Source: an optimization exercise on an open RTL-to-GDS flow (aim: small area and a short achievable clock period). Production flows keep margins and buffers that such runs may drop. Where RTL was checked, it was by simulation tests only, not by an equivalence proof against the original. No driver is modelled on the clock port, so clock power and skew are understated where the tree is cut down; a real chip needs a root buffer or a tree. Power and IR drop assume default switching activity.

== job 3978 ==
## pipelined_multiplier
module pipelined_multiplier (
    input clk,
    input rst,
    input [10:0] n1,
    input [7:0] n2,
    output [18:0] product
);
For scale: about 120 flip-flops, ~40 I/O pins.
Settings: LEC_CHECK=0, CAP_MARGIN=20, CORE_MARGIN=2, CORE_UTILIZATION=60, SETUP_SLACK_MARGIN=2.8, SLEW_MARGIN=20; clock period 4.5 ns.
standard.sh (not shown) runs the stock make flow with config.mk's settings and CLKGATE_MAP_FILE= SYNTH_SCRIPT=/design/flow/synth_recipe.tcl, a recipe that flattens the netlist after the stock synthesis.
==> flow/flow/run.sh <==
#!/bin/bash
# Own layout flow: the standard ORFS flow (standard.sh) with three changes:
#  - synthesis: the same script as synth_recipe.tcl, except that the second
#    part of Yosys's synth (fine:) runs with -noabc, so the bit-level adders
#    of the design reach extract_fa as written and map onto full-adder cells
#    without inverters between them (the final ABC mapping still runs);
#  - port buffers: buffer_ports uses sky130_fd_sc_hd__buf_1 instead of the
#    cell it picks by itself (clkdlybuf4s50_1);
#  - clock tree: flow/mycts.tcl (sourced before CTS) replaces
#    clock_tree_synthesis with a one-level tree (4 clkbuf_16 buffers fed by
#    the clock port, each driving a quarter of the flip-flops).
# Each tool's output goes to its own log file in the work folder.
set -euo pipefail
work=$(pwd)
first='proc synth {args} { yosys synth -nofsm -noshare {*}$args }'
if [[ "$(head -1 synth_recipe.tcl)" == "$first" ]]; then
  {
    echo 'proc synth {args} { if {[lsearch $args "fine:"] >= 0} { yosys synth -nofsm -noshare -noabc {*}$args } else { yosys synth -nofsm -noshare {*}$args } }'
    tail -n +2 synth_recipe.tcl
  } > "$work/own_synth.tcl"
else
  cp synth_recipe.tcl "$work/own_synth.tcl"
fi
extra=()
if [[ -f flow/extra.mk ]]; then
  while IFS= read -r line; do
    [[ -n "$line" && "$line" != \#* ]] && extra+=("$line")
  done < flow/extra.mk
fi
bash standard.sh SYNTH_SCRIPT="$work/own_synth.tcl" \
  "BUFFER_PORTS_ARGS=-buffer_cell sky130_fd_sc_hd__buf_1" "PRE_CTS_TCL=$work/flow/mycts.tcl" ${extra[@]+"${extra[@]}"} finish \
  > "$work/orfs_make.log" 2>&1
Other scripts of this flow, unchanged in this note and not shown: flow/flow/mycts.tcl
diff inputs: job 3978 => job 6285
- a change of SETUP_SLACK_MARGIN from 2.8 to 2.75
Results
The first-pass GRT wire length of job 6285 falls short of that of job 3978 by 0.30%. Status: critical path depth parity (job 3978, job 6285). Cmp job 6285 and job 3978 / final hold slack / lower: job 3978. Comparing job 3978 with job 6285, the global-route usage came out essentially unchanged. Taking job 3978 as the reference point, the total power of job 6285 rises by about 0.4%. Max power dissipated in the clock network across job 6285 and job 3978: job 6285. Compared job 6285 against job 3978; clock tree skew after final layout within noise. Diff job 6285 and job 3978: routability-driven placement congestion ratio lower in job 3978. Against job 3978, job 6285 comes in about 0.46% lower on post-route cell area. Comparing job 6285 with job 3978, the sequential power came out essentially unchanged.
No functional check of the RTL was part of any run of this note. No run of this note takes its clock network from TritonCTS; it comes from the design's own scripts or RTL.

* * *

== the baseline ==
Another version of the RTL of pipelined_multiplier (not shown whole).
Size in the first run: roughly 410 cells after synthesis, ~120 flip-flops, about 40 I/O pins.
==> flow/config.mk <==
export PLATFORM = sky130hd
export DESIGN_NAME = pipelined_multiplier
export DESIGN_NICKNAME = pipelined_multiplier
export VERILOG_FILES = /design/flow/design.v
export SDC_FILE = /design/flow/constraint.sdc
export NUM_CORES = 4
export LEC_CHECK = 0
export CAP_MARGIN = 20
export CORE_MARGIN = 2
export CORE_UTILIZATION = 60
export SETUP_SLACK_MARGIN = 2.75
export SLEW_MARGIN = 20
==> flow/constraint.sdc <==
create_clock -name core_clock -period 4.5 [get_ports {clk}]
set_input_delay 0.9000 -clock core_clock [delete_from_list [all_inputs] [get_ports {clk}]]
set_output_delay 0.9000 -clock core_clock [all_outputs]
set_load 0.01 [all_outputs]
==> flow/flow/mycts.tcl <==
rename clock_tree_synthesis orig_clock_tree_synthesis
proc clock_tree_synthesis {args} {
  set leaf_cell sky130_fd_sc_hd__clkbuf_16
  set root_cell none
  set nleaf 4
  if {[info exists ::env(OWN_CTS_LEAVES)]} { set nleaf $::env(OWN_CTS_LEAVES) }
  if {[info exists ::env(OWN_CTS_LEAF_CELL)]} { set leaf_cell $::env(OWN_CTS_LEAF_CELL) }
  if {[info exists ::env(OWN_CTS_ROOT_CELL)]} { set root_cell $::env(OWN_CTS_ROOT_CELL) }
  set block [ord::get_db_block]
  set clk_port [lindex [all_clocks] 0]
  set clk_net [[$block findBTerm clk] getNet]
  set sinks {}
  foreach pin [get_pins -of_objects [get_nets clk]] {
    if {[get_property $pin direction] ne "input"} { continue }
    set it [sta::sta_to_db_pin $pin]
    set bb [[$it getInst] getBBox]
    lappend sinks [list [expr {([$bb xMin] + [$bb xMax]) / 2}] [expr {([$bb yMin] + [$bb yMax]) / 2}] $pin]
  }
  set n [llength $sinks]
  puts "own cts: $n sinks, $nleaf leaf buffers"
  # split into nleaf groups: sort by y into rows of groups, then by x
  set ny [expr {int(sqrt($nleaf))}]
  if {$ny < 1} { set ny 1 }
  set nx [expr {($nleaf + $ny - 1) / $ny}]
  set groups {}
  set byy [lsort -integer -index 1 $sinks]
  set per_row [expr {($n + $ny - 1) / $ny}]
  for {set r 0} {$r < $ny} {incr r} {
    set row [lrange $byy [expr {$r * $per_row}] [expr {($r + 1) * $per_row - 1}]]
    set byx [lsort -integer -index 0 $row]
    set m [llength $byx]
    set per [expr {($m + $nx - 1) / $nx}]
    for {set c 0} {$c < $nx} {incr c} {
      set g [lrange $byx [expr {$c * $per}] [expr {($c + 1) * $per - 1}]]
      if {[llength $g]} { lappend groups $g }
    }
  }
  set dbu [$block getDbUnitsPerMicron]
  set leaves {}
  set k 0
  foreach g $groups {
    set sx 0; set sy 0; set pins {}
    foreach s $g { set sx [expr {$sx + [lindex $s 0]}]; set sy [expr {$sy + [lindex $s 1]}]; lappend pins [lindex $s 2] }
    set cx [expr {double($sx) / [llength $g] / $dbu}]
    set cy [expr {double($sy) / [llength $g] / $dbu}]
    set name "clkleaf_$k"
    set r [insert_buffer -buffer_cell $leaf_cell -net [get_nets clk] -load_pins $pins -location [list $cx $cy] -buffer_name $name -net_name "clknet_leaf_$k"]
    set name [get_full_name $r]
    lappend leaves $name
    incr k
  }
  if {$root_cell eq "none"} {
    foreach net [$block getNets] {
      set nm [$net getName]
      if {[string match clknet_* $nm] || $net eq $clk_net} { $net setSigType CLOCK }
    }
    set_propagated_clock [all_clocks]
    return
  }
  # root buffer at the centre of the leaves
  set sx 0; set sy 0; set pins {}
  foreach l $leaves {
    set bb [[$block findInst $l] getBBox]
    set sx [expr {$sx + ([$bb xMin] + [$bb xMax]) / 2}]
    set sy [expr {$sy + ([$bb yMin] + [$bb yMax]) / 2}]
    lappend pins [get_pins $l/A]
  }
  set cx [expr {double($sx) / [llength $leaves] / $dbu}]
  set cy [expr {double($sy) / [llength $leaves] / $dbu}]
  insert_buffer -buffer_cell $root_cell -net [get_nets clk] -load_pins $pins -location [list $cx $cy] -buffer_name clkroot -net_name clknet_root
  foreach net [$block getNets] {
    set nm [$net getName]
    if {[string match clknet_* $nm] || $net eq $clk_net} { $net setSigType CLOCK }
  }
  set_propagated_clock [all_clocks]
}
Scripts as last shown in full above: flow/flow/run.sh
The following lists how the candidate was set up differently from the baseline:
diff --git a/flow/flow/run.sh b/flow/flow/run.sh
--- a/flow/flow/run.sh
+++ b/flow/flow/run.sh
@@ -6,7 +6,6 @@
 #    without inverters between them (the final ABC mapping still runs);
-#  - port buffers: buffer_ports uses sky130_fd_sc_hd__buf_1 instead of the
+#  - port buffers: buffer_ports uses sky130_fd_sc_hd__buf_2 instead of the
 #    cell it picks by itself (clkdlybuf4s50_1);
 #  - clock tree: flow/mycts.tcl (sourced before CTS) replaces
-#    clock_tree_synthesis with a one-level tree (4 clkbuf_16 buffers fed by
-#    the clock port, each driving a quarter of the flip-flops).
+#    clock_tree_synthesis with a two-level tree (root and 9 leaf buffers).
 # Each tool's output goes to its own log file in the work folder.
@@ -30,3 +29,3 @@
 bash standard.sh SYNTH_SCRIPT="$work/own_synth.tcl" \
-  "BUFFER_PORTS_ARGS=-buffer_cell sky130_fd_sc_hd__buf_1" "PRE_CTS_TCL=$work/flow/mycts.tcl" ${extra[@]+"${extra[@]}"} finish \
+  "BUFFER_PORTS_ARGS=-buffer_cell sky130_fd_sc_hd__buf_2" "PRE_CTS_TCL=$work/flow/mycts.tcl" ${extra[@]+"${extra[@]}"} finish \
   > "$work/orfs_make.log" 2>&1
diff --git a/flow/flow/mycts.tcl b/flow/flow/mycts.tcl
--- a/flow/flow/mycts.tcl
+++ b/flow/flow/mycts.tcl
@@ -1,6 +1,10 @@
+# Clock tree for a small design: the clock port drives one root buffer,
+# which drives NLEAF leaf buffers, each driving one group of flip-flops
+# (groups formed by position so each leaf is near its flip-flops).
+# Replaces clock_tree_synthesis, whose H-tree makes 17 buffers here.
 rename clock_tree_synthesis orig_clock_tree_synthesis
 proc clock_tree_synthesis {args} {
-  set leaf_cell sky130_fd_sc_hd__clkbuf_16
-  set root_cell none
-  set nleaf 4
+  set leaf_cell sky130_fd_sc_hd__clkbuf_8
+  set root_cell sky130_fd_sc_hd__clkbuf_16
+  set nleaf 9
   if {[info exists ::env(OWN_CTS_LEAVES)]} { set nleaf $::env(OWN_CTS_LEAVES) }
@@ -51,10 +55,2 @@
   }
-  if {$root_cell eq "none"} {
-    foreach net [$block getNets] {
-      set nm [$net getName]
-      if {[string match clknet_* $nm] || $net eq $clk_net} { $net setSigType CLOCK }
-    }
-    set_propagated_clock [all_clocks]
-    return
-  }
   # root buffer at the centre of the leaves
diff --git a/flow/config.mk b/flow/config.mk
--- a/flow/config.mk
+++ b/flow/config.mk
@@ -10,3 +10,3 @@
 export CORE_UTILIZATION = 60
-export SETUP_SLACK_MARGIN = 2.75
+export SETUP_SLACK_MARGIN = 2.85
 export SLEW_MARGIN = 20
[summary]
As of the candidate, final cell count had risen by a few percent compared to the baseline. On global-route usage over all layers: between the candidate and the baseline, it ends up higher for the candidate. Relative to the baseline, number of gates given a new drive strength after cts increased by 27 in the candidate. Slack of the critical path for the candidate: 0.0059 ns down relative to the baseline. Comparing the candidate and the baseline, the lower worst path arrival time is on the candidate. The baseline has lower global-route wire length before repair than the candidate. Compared to the baseline, the candidate reaches a lower achievable clock.
No run of this note takes its clock network from TritonCTS; it comes from the design's own scripts or RTL.

## static timing again, ports no longer ideal
How much do the figures lean on ideal ports? The routed layouts below were timed once more, with nothing changed but the port constraints. Step 1 assumes that a clkbuf_16 drives the clock port and a buf_2 every other input. Step 2 times the ports against the registers' clock, not the clock port: input delays grow and output delays shrink by t, the midpoint of the rising clock arrivals with the driver on. Slacks: ideal ports / drivers / drivers and shift; pairs: ideal ports / drivers.
| run | t, ns | setup WS [ns] | hold slack, ns | worst setup path after step 2 |
|---|---|---|---|---|
| job 3978 | 0.242 | 2.475 / 2.397 / 2.639 | 0.333 / 0.333 / 0.333 | register to output |
| job 6285 | 0.242 | 2.487 / 2.408 / 2.650 | 0.338 / 0.338 / 0.338 | register to output |
| the baseline | 0.244 | 2.769 / 2.769 / 2.769 | 0.338 / 0.338 / 0.338 | register to register |
| the candidate | 0.370 | 2.763 / 2.726 / 2.801 | 0.332 / 0.332 / 0.332 | register to register |
After both steps every run listed still meets setup and hold.
